Background: an optimization exercise with open tools, aiming at small area. Do not read the settings as production practice. Only simulation tests tie the RTL to the original design; equivalence was not proved.

==> inputs of job 1901 <==
==> flow/design.v <==
`timescale 1ns / 1ps
module counter10000_TOP (
    input        rst,
    input        clk,
    input        btn_D,
    input        btn_R,
    input        btn_L,
    input        rx,
    output       tx,
    output [3:0] fnd_com,
    output [7:0] fnd_data
);
    reg [5:0] bs;
    reg       btick;
    wire      bterm = bs[0] & ~bs[2] & bs[3] & ~bs[4] & ~bs[5];
    always @(posedge clk, posedge rst) begin
        if (rst)
            bs <= 6'd23;
        else
            bs <= {bs[4:2], bs[1] | bterm, bs[0], bs[0] ^ bs[5]};
    end
    always @(posedge clk) btick <= bterm;
    reg [6:0] ds;
    reg       dtick;
    wire      dterm = ds[0] & ds[1] & ~ds[2] & ds[3] & ds[6];
    always @(posedge clk, posedge rst) begin
        if (rst)
            ds <= 7'd18;
        else
            ds <= {ds[5:2], ds[1] & ~dterm, ds[0], ds[0] ^ ds[6]};
    end
    always @(posedge clk) dtick <= dterm;
    wire dpost = ~ds[0] & ~ds[1] & ds[2] & ~ds[4] & ds[5];
    localparam [1:0] S_IDLE = 2'd0, S_START = 2'd1, S_DATA = 2'd2, S_STOP = 2'd3;
    reg [1:0] rx_state;
    reg       rx_done;
    reg [6:0] rx_cnt;        
    reg [7:0] rx_sh;
    always @(posedge clk, posedge rst) begin
        if (rst) begin
            rx_state <= S_IDLE;
        end else begin
            case (rx_state)
                S_IDLE:  if (!rx) rx_state <= S_START;
                S_START: if (btick && rx_cnt[2:0] == 3'd7) rx_state <= S_DATA;
                S_DATA:  if (btick && rx_cnt == 7'd127) rx_state <= S_STOP;
                S_STOP:  if (btick && rx_cnt[3:0] == 4'd15) rx_state <= S_IDLE;
            endcase
        end
    end
    always @(posedge clk)
        rx_done <= (rx_state == S_STOP) && btick && (rx_cnt[3:0] == 4'd15);
    always @(posedge clk) begin
        if (rx_state == S_IDLE)
            rx_cnt <= 7'd0;
        else if (btick)
            rx_cnt <= (rx_state == S_START && rx_cnt[2:0] == 3'd7) ? 7'd0 : rx_cnt + 7'd1;
        if (rx_state == S_DATA && btick && rx_cnt[3:0] == 4'd15)
            rx_sh <= {rx, rx_sh[7:1]};
    end
    wire [7:0] rxf_head, txf_head;
    wire       rxf_empty, rxf_full, txf_empty, txf_full;
    reg        tx_busy;
    fifo U_RXF (
        .clk(clk), .rst(rst),
        .push(rx_done), .pop(~txf_full), .wdata(rx_sh),
        .empty(rxf_empty), .full(rxf_full), .rdata(rxf_head)
    );
    fifo U_TXF (
        .clk(clk), .rst(rst),
        .push(~rxf_empty), .pop(~tx_busy), .wdata(rxf_head),
        .empty(txf_empty), .full(txf_full), .rdata(txf_head)
    );
    reg [1:0] tx_state;
    reg       tx_reg;
    reg [6:0] tx_cnt;
    reg [7:0] tx_buf;
    assign tx = tx_reg;
    always @(posedge clk, posedge rst) begin
        if (rst) begin
            tx_state <= S_IDLE;
            tx_reg   <= 1'b1;
        end else begin
            case (tx_state)
                S_IDLE: begin
                    tx_reg <= 1'b1;
                    if (!txf_empty) tx_state <= S_START;
                end
                S_START: begin
                    tx_reg <= 1'b0;
                    if (btick && tx_cnt[3:0] == 4'd15) tx_state <= S_DATA;
                end
                S_DATA: begin
                    tx_reg <= tx_buf[tx_cnt[6:4]];
                    if (btick && tx_cnt == 7'd127) tx_state <= S_STOP;
                end
                S_STOP: begin
                    tx_reg <= 1'b1;
                    if (btick && tx_cnt[3:0] == 4'd15) tx_state <= S_IDLE;
                end
            endcase
        end
    end
    always @(posedge clk) tx_busy <= (tx_state != S_IDLE);
    always @(posedge clk) begin
        if (tx_state == S_IDLE)
            tx_cnt <= 7'd0;
        else if (btick)
            tx_cnt <= (tx_state == S_START && tx_cnt[3:0] == 4'd15) ? 7'd0 : tx_cnt + 7'd1;
        if (tx_state == S_IDLE && !txf_empty)
            tx_buf <= txf_head;
    end
    reg cmd_run, cmd_clear, cmd_mode;
    always @(posedge clk) begin
        if (txf_empty) begin
            cmd_run   <= 1'b0;
            cmd_clear <= 1'b0;
            cmd_mode  <= 1'b0;
        end else begin
            if (txf_head == "r") cmd_run <= 1'b1;
            if (txf_head == "c") cmd_clear <= 1'b1;
            if (txf_head == "m") cmd_mode <= 1'b1;
        end
    end
    wire pR, pD, pL;
    btn_db DB_R (.clk(clk), .rst(rst), .en(dtick), .post(dpost), .i_btn(btn_R), .o_btn(pR));
    btn_db DB_D (.clk(clk), .rst(rst), .en(dtick), .post(dpost), .i_btn(btn_D), .o_btn(pD));
    btn_db DB_L (.clk(clk), .rst(rst), .en(dtick), .post(dpost), .i_btn(btn_L), .o_btn(pL));
    wire c_en  = pR | cmd_run;
    wire c_clr = pL | cmd_clear;
    wire c_md  = pD | cmd_mode;
    reg cu_cmd, run, mode, clear;
    always @(posedge clk, posedge rst) begin
        if (rst) begin
            cu_cmd <= 1'b0;
            run    <= 1'b0;
            mode   <= 1'b0;
            clear  <= 1'b0;
        end else if (cu_cmd) begin
            cu_cmd <= 1'b0;
            clear  <= 1'b0;
        end else begin
            cu_cmd <= c_en | c_clr | c_md;
            clear  <= c_clr;
            if (c_en) run  <= ~run;
            if (c_md) mode <= ~mode;
        end
    end
    reg [9:0] tcnt;
    reg       ctick;
    always @(posedge clk, posedge rst) begin
        if (rst) begin
            tcnt  <= 0;
            ctick <= 1'b0;
        end else if (clear) begin
            tcnt  <= 0;
            ctick <= 1'b0;
        end else if (run) begin
            ctick <= (tcnt == 10'd999);
            tcnt  <= (tcnt == 10'd999) ? 10'd0 : tcnt + 10'd1;
        end
    end
    wire [3:0] d0, d1, d2, d3;
    wire c0, c1, c2, c3;
    wire up = ~mode;
    bcd_digit D0 (.clk(clk), .rst(rst), .clr(clear), .t(ctick), .u(up), .q(d0), .term(c0));
    bcd_digit D1 (.clk(clk), .rst(rst), .clr(clear), .t(ctick & c0), .u(up), .q(d1), .term(c1));
    bcd_digit D2 (.clk(clk), .rst(rst), .clr(clear), .t(ctick & c0 & c1), .u(up), .q(d2), .term(c2));
    bcd_digit D3 (.clk(clk), .rst(rst), .clr(clear), .t(ctick & c0 & c1 & c2), .u(up), .q(d3), .term(c3));
    reg [1:0] sel;
    always @(posedge clk, posedge rst) begin
        if (rst) sel <= 2'd0;
        else if (dtick) sel <= sel + 2'd1;
    end
    assign fnd_com = ~(4'b0001 << sel);
    reg [3:0] dig;
    always @(*) begin
        case (sel)
            2'd0: dig = d0;
            2'd1: dig = d1;
            2'd2: dig = d2;
            default: dig = d3;
        endcase
    end
    wire A = dig[3], B = dig[2], C = dig[1], D = dig[0];
    wire sa = A | C | (B & D) | (~B & ~D);
    wire sb = ~B | (~C & ~D) | (C & D);
    wire sc = B | ~C | D;
    wire sd = A | (~B & ~D) | (~B & C) | (C & ~D) | (B & ~C & D);
    wire se = (~B & ~D) | (C & ~D);
    wire sf = A | (~C & ~D) | (B & ~C) | (B & ~D);
    wire sg = A | (~B & C) | (B & ~C) | (C & ~D);
    wire [6:0] seg = ~{sg, sf, se, sd, sc, sb, sa};
    assign fnd_data = {1'b1, seg};
endmodule
module btn_db (
    input  clk,
    input  rst,
    input  en,
    input  post,
    input  i_btn,
    output o_btn
);
    reg [2:0] st;
    always @(posedge clk, posedge rst) begin
        if (rst) st <= 3'd0;
        else if (en) st <= !i_btn ? 3'd0 : (st == 3'd6) ? 3'd6 : st + 3'd1;
    end
    assign o_btn = post & (st == 3'd5);
endmodule
module fifo (
    input            clk,
    input            rst,
    input            push,
    input            pop,
    input      [7:0] wdata,
    output           empty,
    output           full,
    output     [7:0] rdata
);
    reg [3:0] last;          
    reg [7:0] m0, m1, m2, m3, m4, m5, m6, m7;
    assign empty = last[3];
    assign full  = (last == 4'd7);
    wire do_push = push & ~full;
    wire do_pop  = pop & ~empty;
    reg [7:0] rd;
    always @(*) begin
        case (last[2:0])
            3'd0: rd = m0;
            3'd1: rd = m1;
            3'd2: rd = m2;
            3'd3: rd = m3;
            3'd4: rd = m4;
            3'd5: rd = m5;
            3'd6: rd = m6;
            default: rd = m7;
        endcase
    end
    assign rdata = rd;
    always @(posedge clk, posedge rst) begin
        if (rst)
            last <= 4'b1111;
        else if (do_push && !do_pop)
            last <= last + 4'd1;
        else if (do_pop && !do_push)
            last <= last - 4'd1;
    end
    always @(posedge clk) begin
        if (do_push) begin
            m0 <= wdata; m1 <= m0; m2 <= m1; m3 <= m2;
            m4 <= m3;    m5 <= m4; m6 <= m5; m7 <= m6;
        end
    end
endmodule
module bcd_digit (
    input            clk,
    input            rst,
    input            clr,
    input            t,
    input            u,
    output reg [3:0] q,
    output           term
);
    wire t1 = u ? (q[0] & ~q[3]) : (~q[0] & (q[1] | q[2] | q[3]));
    wire t2 = u ? (q[1] & q[0]) : (~q[1] & ~q[0] & (q[2] | q[3]));
    wire t3 = u ? (q[0] & (q[3] | (q[2] & q[1]))) : (~q[0] & ~q[1] & ~q[2]);
    assign term = u ? (q[3] & q[0]) : ~(q[3] | q[2] | q[1] | q[0]);
    always @(posedge clk, posedge rst) begin
        if (rst) q <= 4'd0;
        else q <= clr ? 4'd0 : q ^ ({t3, t2, t1, 1'b1} & {4{t}});
    end
endmodule
==> flow/flow/run.sh <==
#!/bin/bash
# Standard synthesis, then an area-oriented re-mapping of the combinational
# logic (registers are kept exactly as the standard synthesis made them), then
# the standard layout steps with smaller port buffers and a clock tree
# without dummy loads.
set -euo pipefail
R=orfs/results/$FLOW_PLATFORM/counter10000_TOP/base
export BUFFER_PORTS_ARGS="-buffer_cell sky130_fd_sc_hd__buf_1"
export CTS_ARGS="$(cat flow/cts_args.txt)"

bash standard.sh synth > std_synth.log 2>&1
cp $R/1_2_yosys.v synth_standard.v

LIB=$FLOW_HOME/platforms/$FLOW_PLATFORM/lib/sky130_fd_sc_hd__tt_025C_1v80.lib
REOPT_LIB=$LIB REOPT_IN=synth_standard.v REOPT_OUT=synth_area.v REOPT_SCRIPT=flow/area.abc \
  yosys -c flow/reopt.tcl > reopt.log 2>&1
cp synth_area.v $R/1_2_yosys.v

bash standard.sh finish > std_finish.log 2>&1
==> flow/flow/area.abc <==
strash
&get -n
&deepsyn -T 60
&put
strash
dch -f
amap
mfs2
strash
dch -f
amap
==> flow/flow/cts_args.txt <==
-sink_clustering_enable -repair_clock_nets -dont_use_dummy_load -buf_list sky130_fd_sc_hd__clkbuf_4 -sink_clustering_size 12 -sink_clustering_max_diameter 30
==> flow/flow/reopt.tcl <==
yosys -import
if {[info exists ::env(REOPT_LIB)]} {set lib $::env(REOPT_LIB)} else {set lib /OpenROAD-flow-scripts/flow/platforms/sky130hd/lib/sky130_fd_sc_hd__tt_025C_1v80.lib}
set in $::env(REOPT_IN)
set out $::env(REOPT_OUT)
set script $::env(REOPT_SCRIPT)
set dont_use {}
set fh [open $lib r]
while {[gets $fh line] >= 0} {
  if {[regexp {^\s*cell\s*\(\s*"?([A-Za-z0-9_]+)"?\s*\)} $line -> c]} {
    if {[regexp {lpflow|probe} $c]} { lappend dont_use -dont_use $c }
  }
}
close $fh
read_liberty -ignore_miss_func $lib
read_verilog $in
hierarchy -top $::env(FLOW_TOP)
# sequential cells and tie cells are kept as they are
foreach m [split [string trim [tee -q -s result.string select -list-mod *]] "\n"] {
  if {[regexp {^\\?sky130_fd_sc_hd__(df|edf|sdf|dl|conb)} $m]} {
    setattr -mod -set blackbox 1 $m
  }
}
tee -o $out.before stat -liberty $lib
flatten
opt_clean -purge
abc -liberty $lib {*}$dont_use -script $script
opt_clean -purge
hilomap -singleton -hicell sky130_fd_sc_hd__conb_1 HI -locell sky130_fd_sc_hd__conb_1 LO
splitnets
opt_clean -purge
tee -o $out.after stat -liberty $lib
write_verilog -noattr -nohex -nodec $out
design -reset
read_liberty -lib $lib
read_verilog $out
hierarchy -top $::env(FLOW_TOP)
tee -o $out.check check -assert -mapped
==> flow/standard.sh <==
#!/bin/bash
# synth_recipe.tcl (not shown) runs the flow's synth.tcl, then flattens the netlist and writes it again
# the make line also repeats each setting of config.mk as NAME=value (left out here)
make -C /OpenROAD-flow-scripts/flow DESIGN_CONFIG=/design/flow/config.mk WORK_HOME=/design/flow/orfs CLKGATE_MAP_FILE= SYNTH_SCRIPT=/design/flow/synth_recipe.tcl "${@:-finish}"
==> flow/config.mk <==
export PLATFORM = sky130hd
export DESIGN_NAME = counter10000_TOP
export DESIGN_NICKNAME = counter10000_TOP
export VERILOG_FILES = /design/flow/design.v
export SDC_FILE = /design/flow/constraint.sdc
export NUM_CORES = 4
export LEC_CHECK = 0
export CAP_MARGIN = 20
export CORE_MARGIN = 2
export CORE_UTILIZATION = 70
export PLACE_DENSITY = 0.8
export SLEW_MARGIN = 20
==> flow/constraint.sdc <==
create_clock -name core_clock -period 120.0 [get_ports {clk}]
set_input_delay 24.0000 -clock core_clock [delete_from_list [all_inputs] [get_ports {clk}]]
set_output_delay 24.0000 -clock core_clock [all_outputs]
set_load 0.01 [all_outputs]
==> inputs of job 7966, as changes to job 1901 <==
==> flow/design.v, changed modules only <==
module counter10000_TOP (
    input        rst,
    input        clk,
    input        btn_D,
    input        btn_R,
    input        btn_L,
    input        rx,
    output       tx,
    output [3:0] fnd_com,
    output [7:0] fnd_data
);
    reg [5:0] bcnt;
    reg       btick;
    always @(posedge clk, posedge rst) begin
        if (rst) begin
            bcnt  <= 0;
            btick <= 1'b0;
        end else begin
            btick <= (bcnt == 6'd53);
            bcnt  <= (bcnt == 6'd53) ? 6'd0 : bcnt + 6'd1;
        end
    end
    reg [6:0] dcnt;
    reg       dtick;
    always @(posedge clk, posedge rst) begin
        if (rst) begin
            dcnt  <= 0;
            dtick <= 1'b0;
        end else begin
            dtick <= (dcnt == 7'd99);
            dcnt  <= (dcnt == 7'd99) ? 7'd0 : dcnt + 7'd1;
        end
    end
    wire dpost = (dcnt == 7'd1);
    localparam [1:0] S_IDLE = 2'd0, S_START = 2'd1, S_DATA = 2'd2, S_STOP = 2'd3;
    reg [1:0] rx_state;
    reg       rx_done;
    reg [6:0] rx_cnt;        
    reg [7:0] rx_sh;
    always @(posedge clk, posedge rst) begin
        if (rst) begin
            rx_state <= S_IDLE;
            rx_done  <= 1'b0;
        end else begin
            rx_done <= 1'b0;
            case (rx_state)
                S_IDLE:  if (!rx) rx_state <= S_START;
                S_START: if (btick && rx_cnt[2:0] == 3'd7) rx_state <= S_DATA;
                S_DATA:  if (btick && rx_cnt == 7'd127) rx_state <= S_STOP;
                S_STOP:  if (btick && rx_cnt[3:0] == 4'd15) begin
                    rx_state <= S_IDLE;
                    rx_done  <= 1'b1;
                end
            endcase
        end
    end
    always @(posedge clk) begin
        if (rx_state == S_IDLE)
            rx_cnt <= 7'd0;
        else if (btick)
            rx_cnt <= (rx_state == S_START && rx_cnt[2:0] == 3'd7) ? 7'd0 : rx_cnt + 7'd1;
        if (rx_state == S_DATA && btick && rx_cnt[3:0] == 4'd15)
            rx_sh <= {rx, rx_sh[7:1]};
    end
    wire [7:0] rxf_head, txf_head;
    wire       rxf_empty, rxf_full, txf_empty, txf_full;
    reg        tx_busy;
    fifo U_RXF (
        .clk(clk), .rst(rst),
        .push(rx_done), .pop(~txf_full), .wdata(rx_sh),
        .empty(rxf_empty), .full(rxf_full), .rdata(rxf_head)
    );
    fifo U_TXF (
        .clk(clk), .rst(rst),
        .push(~rxf_empty), .pop(~tx_busy), .wdata(rxf_head),
        .empty(txf_empty), .full(txf_full), .rdata(txf_head)
    );
    reg [1:0] tx_state;
    reg       tx_reg;
    reg [6:0] tx_cnt;
    reg [7:0] tx_buf;
    assign tx = tx_reg;
    always @(posedge clk, posedge rst) begin
        if (rst) begin
            tx_state <= S_IDLE;
            tx_busy  <= 1'b0;
            tx_reg   <= 1'b1;
        end else begin
            tx_busy <= (tx_state != S_IDLE);
            case (tx_state)
                S_IDLE: begin
                    tx_reg <= 1'b1;
                    if (!txf_empty) tx_state <= S_START;
                end
                S_START: begin
                    tx_reg <= 1'b0;
                    if (btick && tx_cnt[3:0] == 4'd15) tx_state <= S_DATA;
                end
                S_DATA: begin
                    tx_reg <= tx_buf[tx_cnt[6:4]];
                    if (btick && tx_cnt == 7'd127) tx_state <= S_STOP;
                end
                S_STOP: begin
                    tx_reg <= 1'b1;
                    if (btick && tx_cnt[3:0] == 4'd15) tx_state <= S_IDLE;
                end
            endcase
        end
    end
    always @(posedge clk) begin
        if (tx_state == S_IDLE)
            tx_cnt <= 7'd0;
        else if (btick)
            tx_cnt <= (tx_state == S_START && tx_cnt[3:0] == 4'd15) ? 7'd0 : tx_cnt + 7'd1;
        if (tx_state == S_IDLE && !txf_empty)
            tx_buf <= txf_head;
    end
    reg cmd_run, cmd_clear, cmd_mode;
    always @(posedge clk, posedge rst) begin
        if (rst) begin
            cmd_run   <= 1'b0;
            cmd_clear <= 1'b0;
            cmd_mode  <= 1'b0;
        end else if (txf_empty) begin
            cmd_run   <= 1'b0;
            cmd_clear <= 1'b0;
            cmd_mode  <= 1'b0;
        end else begin
            if (txf_head == "r") cmd_run <= 1'b1;
            if (txf_head == "c") cmd_clear <= 1'b1;
            if (txf_head == "m") cmd_mode <= 1'b1;
        end
    end
    wire pR, pD, pL;
    btn_db DB_R (.clk(clk), .rst(rst), .en(dtick), .post(dpost), .i_btn(btn_R), .o_btn(pR));
    btn_db DB_D (.clk(clk), .rst(rst), .en(dtick), .post(dpost), .i_btn(btn_D), .o_btn(pD));
    btn_db DB_L (.clk(clk), .rst(rst), .en(dtick), .post(dpost), .i_btn(btn_L), .o_btn(pL));
    wire c_en  = pR | cmd_run;
    wire c_clr = pL | cmd_clear;
    wire c_md  = pD | cmd_mode;
    reg cu_cmd, run, mode, clear;
    always @(posedge clk, posedge rst) begin
        if (rst) begin
            cu_cmd <= 1'b0;
            run    <= 1'b0;
            mode   <= 1'b0;
            clear  <= 1'b0;
        end else if (cu_cmd) begin
            cu_cmd <= 1'b0;
            clear  <= 1'b0;
        end else begin
            cu_cmd <= c_en | c_clr | c_md;
            clear  <= c_clr;
            if (c_en) run  <= ~run;
            if (c_md) mode <= ~mode;
        end
    end
    reg [9:0] tcnt;
    reg       ctick;
    always @(posedge clk, posedge rst) begin
        if (rst) begin
            tcnt  <= 0;
            ctick <= 1'b0;
        end else if (clear) begin
            tcnt  <= 0;
            ctick <= 1'b0;
        end else if (run) begin
            ctick <= (tcnt == 10'd999);
            tcnt  <= (tcnt == 10'd999) ? 10'd0 : tcnt + 10'd1;
        end
    end
    reg [3:0] d0, d1, d2, d3;
    wire up = ~mode;
    wire e0 = up ? (d0 == 4'd9) : (d0 == 4'd0);
    wire e1 = up ? (d1 == 4'd9) : (d1 == 4'd0);
    wire e2 = up ? (d2 == 4'd9) : (d2 == 4'd0);
    function [3:0] step(input [3:0] d, input u);
        step = u ? ((d == 4'd9) ? 4'd0 : d + 4'd1) : ((d == 4'd0) ? 4'd9 : d - 4'd1);
    endfunction
    always @(posedge clk, posedge rst) begin
        if (rst) begin
            d0 <= 0; d1 <= 0; d2 <= 0; d3 <= 0;
        end else if (clear) begin
            d0 <= 0; d1 <= 0; d2 <= 0; d3 <= 0;
        end else if (ctick) begin
            d0 <= step(d0, up);
            if (e0) d1 <= step(d1, up);
            if (e0 && e1) d2 <= step(d2, up);
            if (e0 && e1 && e2) d3 <= step(d3, up);
        end
    end
    reg [1:0] sel;
    always @(posedge clk, posedge rst) begin
        if (rst) sel <= 2'd0;
        else if (dtick) sel <= sel + 2'd1;
    end
    assign fnd_com = ~(4'b0001 << sel);
    reg [3:0] dig;
    always @(*) begin
        case (sel)
            2'd0: dig = d0;
            2'd1: dig = d1;
            2'd2: dig = d2;
            default: dig = d3;
        endcase
    end
    wire A = dig[3], B = dig[2], C = dig[1], D = dig[0];
    wire sa = A | C | (B & D) | (~B & ~D);
    wire sb = ~B | (~C & ~D) | (C & D);
    wire sc = B | ~C | D;
    wire sd = A | (~B & ~D) | (~B & C) | (C & ~D) | (B & ~C & D);
    wire se = (~B & ~D) | (C & ~D);
    wire sf = A | (~C & ~D) | (B & ~C) | (B & ~D);
    wire sg = A | (~B & C) | (B & ~C) | (C & ~D);
    wire [6:0] seg = ~{sg, sf, se, sd, sc, sb, sa};
    assign fnd_data = {1'b1, seg};
endmodule
// module bcd_digit removed
==> flow/run.sh (new file) <==
#!/bin/bash
# synth_recipe.tcl (not shown) runs the flow's synth.tcl, then flattens the netlist and writes it again
# the make line also repeats each setting of config.mk as NAME=value (left out here)
make -C /OpenROAD-flow-scripts/flow DESIGN_CONFIG=/design/flow/config.mk WORK_HOME=/design/flow/orfs CLKGATE_MAP_FILE= SYNTH_SCRIPT=/design/flow/synth_recipe.tcl finish
--- a/flow/config.mk
+++ b/flow/config.mk
@@ -7,6 +7,8 @@
 export LEC_CHECK = 0
 export CAP_MARGIN = 20
 export CORE_MARGIN = 2
-export CORE_UTILIZATION = 70
-export PLACE_DENSITY = 0.8
+export CORE_UTILIZATION = 40
+export CTS_BUF_LIST = sky130_fd_sc_hd__clkbuf_4 sky130_fd_sc_hd__clkbuf_8 sky130_fd_sc_hd__clkbuf_16
+export CTS_CLUSTER_DIAMETER = 40
+export CTS_CLUSTER_SIZE = 12
 export SLEW_MARGIN = 20
removed: flow/flow/run.sh
removed: flow/flow/area.abc
removed: flow/flow/cts_args.txt
removed: flow/flow/reopt.tcl
removed: flow/standard.sh
==> inputs of job 3389, as changes to job 1901 <==
==> flow/flow/cts_args.txt (replaced) <==
-sink_clustering_enable -repair_clock_nets -dont_use_dummy_load -buf_list sky130_fd_sc_hd__clkbuf_8 -sink_clustering_size 24 -sink_clustering_max_diameter 40
==> inputs of job 2405, as changes to job 1901 <==
==> flow/flow/cts_args.txt (replaced) <==
-sink_clustering_enable -repair_clock_nets -dont_use_dummy_load -buf_list sky130_fd_sc_hd__clkbuf_8 -sink_clustering_size 20 -sink_clustering_max_diameter 50
==> comparison table <==
quantity	job 1901	job 2405	job 3389	job 7966
R2R Setup Slk	116.79 ns	116.72 ns	116.75 ns	116.20 ns
Status	finished clean	finished clean	finished clean	finished clean
Slew @ Worst Pin	1.06 ns	1.02 ns	1.03 ns	0.943 ns
Initial DRC count	505	523	600	366
Die height	117 um	117 um	117 um	168 um
Final weighted congestion of routability-driven global placement	0.940	0.940	0.940	0.807
Gate count after technology mapping	718	718	718	878
Multi-input combinational area share	23.2%	23.3%	23.0%	31.6%
Highest clock frequency the design can meet	0.0374 GHz	0.0375 GHz	0.0375 GHz	0.0371 GHz
Worst reg-to-reg path cell count	6	13	13	12
Buffers & Inverters on Critical Path	3	3	3	2
Clock buffers and inverters, area share	3.13%	2.74%	3.98%	10.2%
M3 GR Usage	6.64%	3.81%	4.43%	2.94%
Multi-Input Combinational	409	409	409	565
Die span in x	117 um	117 um	117 um	168 um
Number of logic inverters in the finished layout	76	76	76	41
Switching Fraction	19.9%	18.9%	18.9%	20.9%
Buffering overhead	0.979%	0.983%	0.970%	1.60%
Final period util	22.3%	22.3%	22.2%	22.5%

-- port drivers added, routing unchanged --
In the flow no input, the clock included, has a driving cell. The finished layouts below were timed again as built, in two steps. Step 1 (the two cells are an assumption about what drives the block):
set clk [get_ports {clk}]
set_driving_cell -lib_cell sky130_fd_sc_hd__clkbuf_16 $clk
set_driving_cell -lib_cell sky130_fd_sc_hd__buf_2 [delete_from_list [all_inputs] $clk]
Step 2 adds t to the input delays and takes it off the output delays; t is the mean of the earliest and latest rising clock arrival at the registers after step 1. Input paths then give back, and output paths get back, about the clock's delay inside the block. Slacks: no drivers / after step 1 / after step 2; pairs: no drivers / after step 1.
run | t (ns) | setup WS [ns] | worst setup path at the end | worst slew at a driven data input, ns
job 1901 | 0.639 | 93.258 / 93.223 / 93.862 | register to output | 0.03
job 7966 | 0.553 | 93.012 / 92.966 / 93.520 | register to output | 0.04
job 3389 | 0.558 | 93.365 / 93.327 / 93.885 | register to output | 0.03
job 2405 | 0.525 | 93.299 / 93.261 / 93.786 | register to output | 0.03
After both steps every run listed still meets setup and hold.
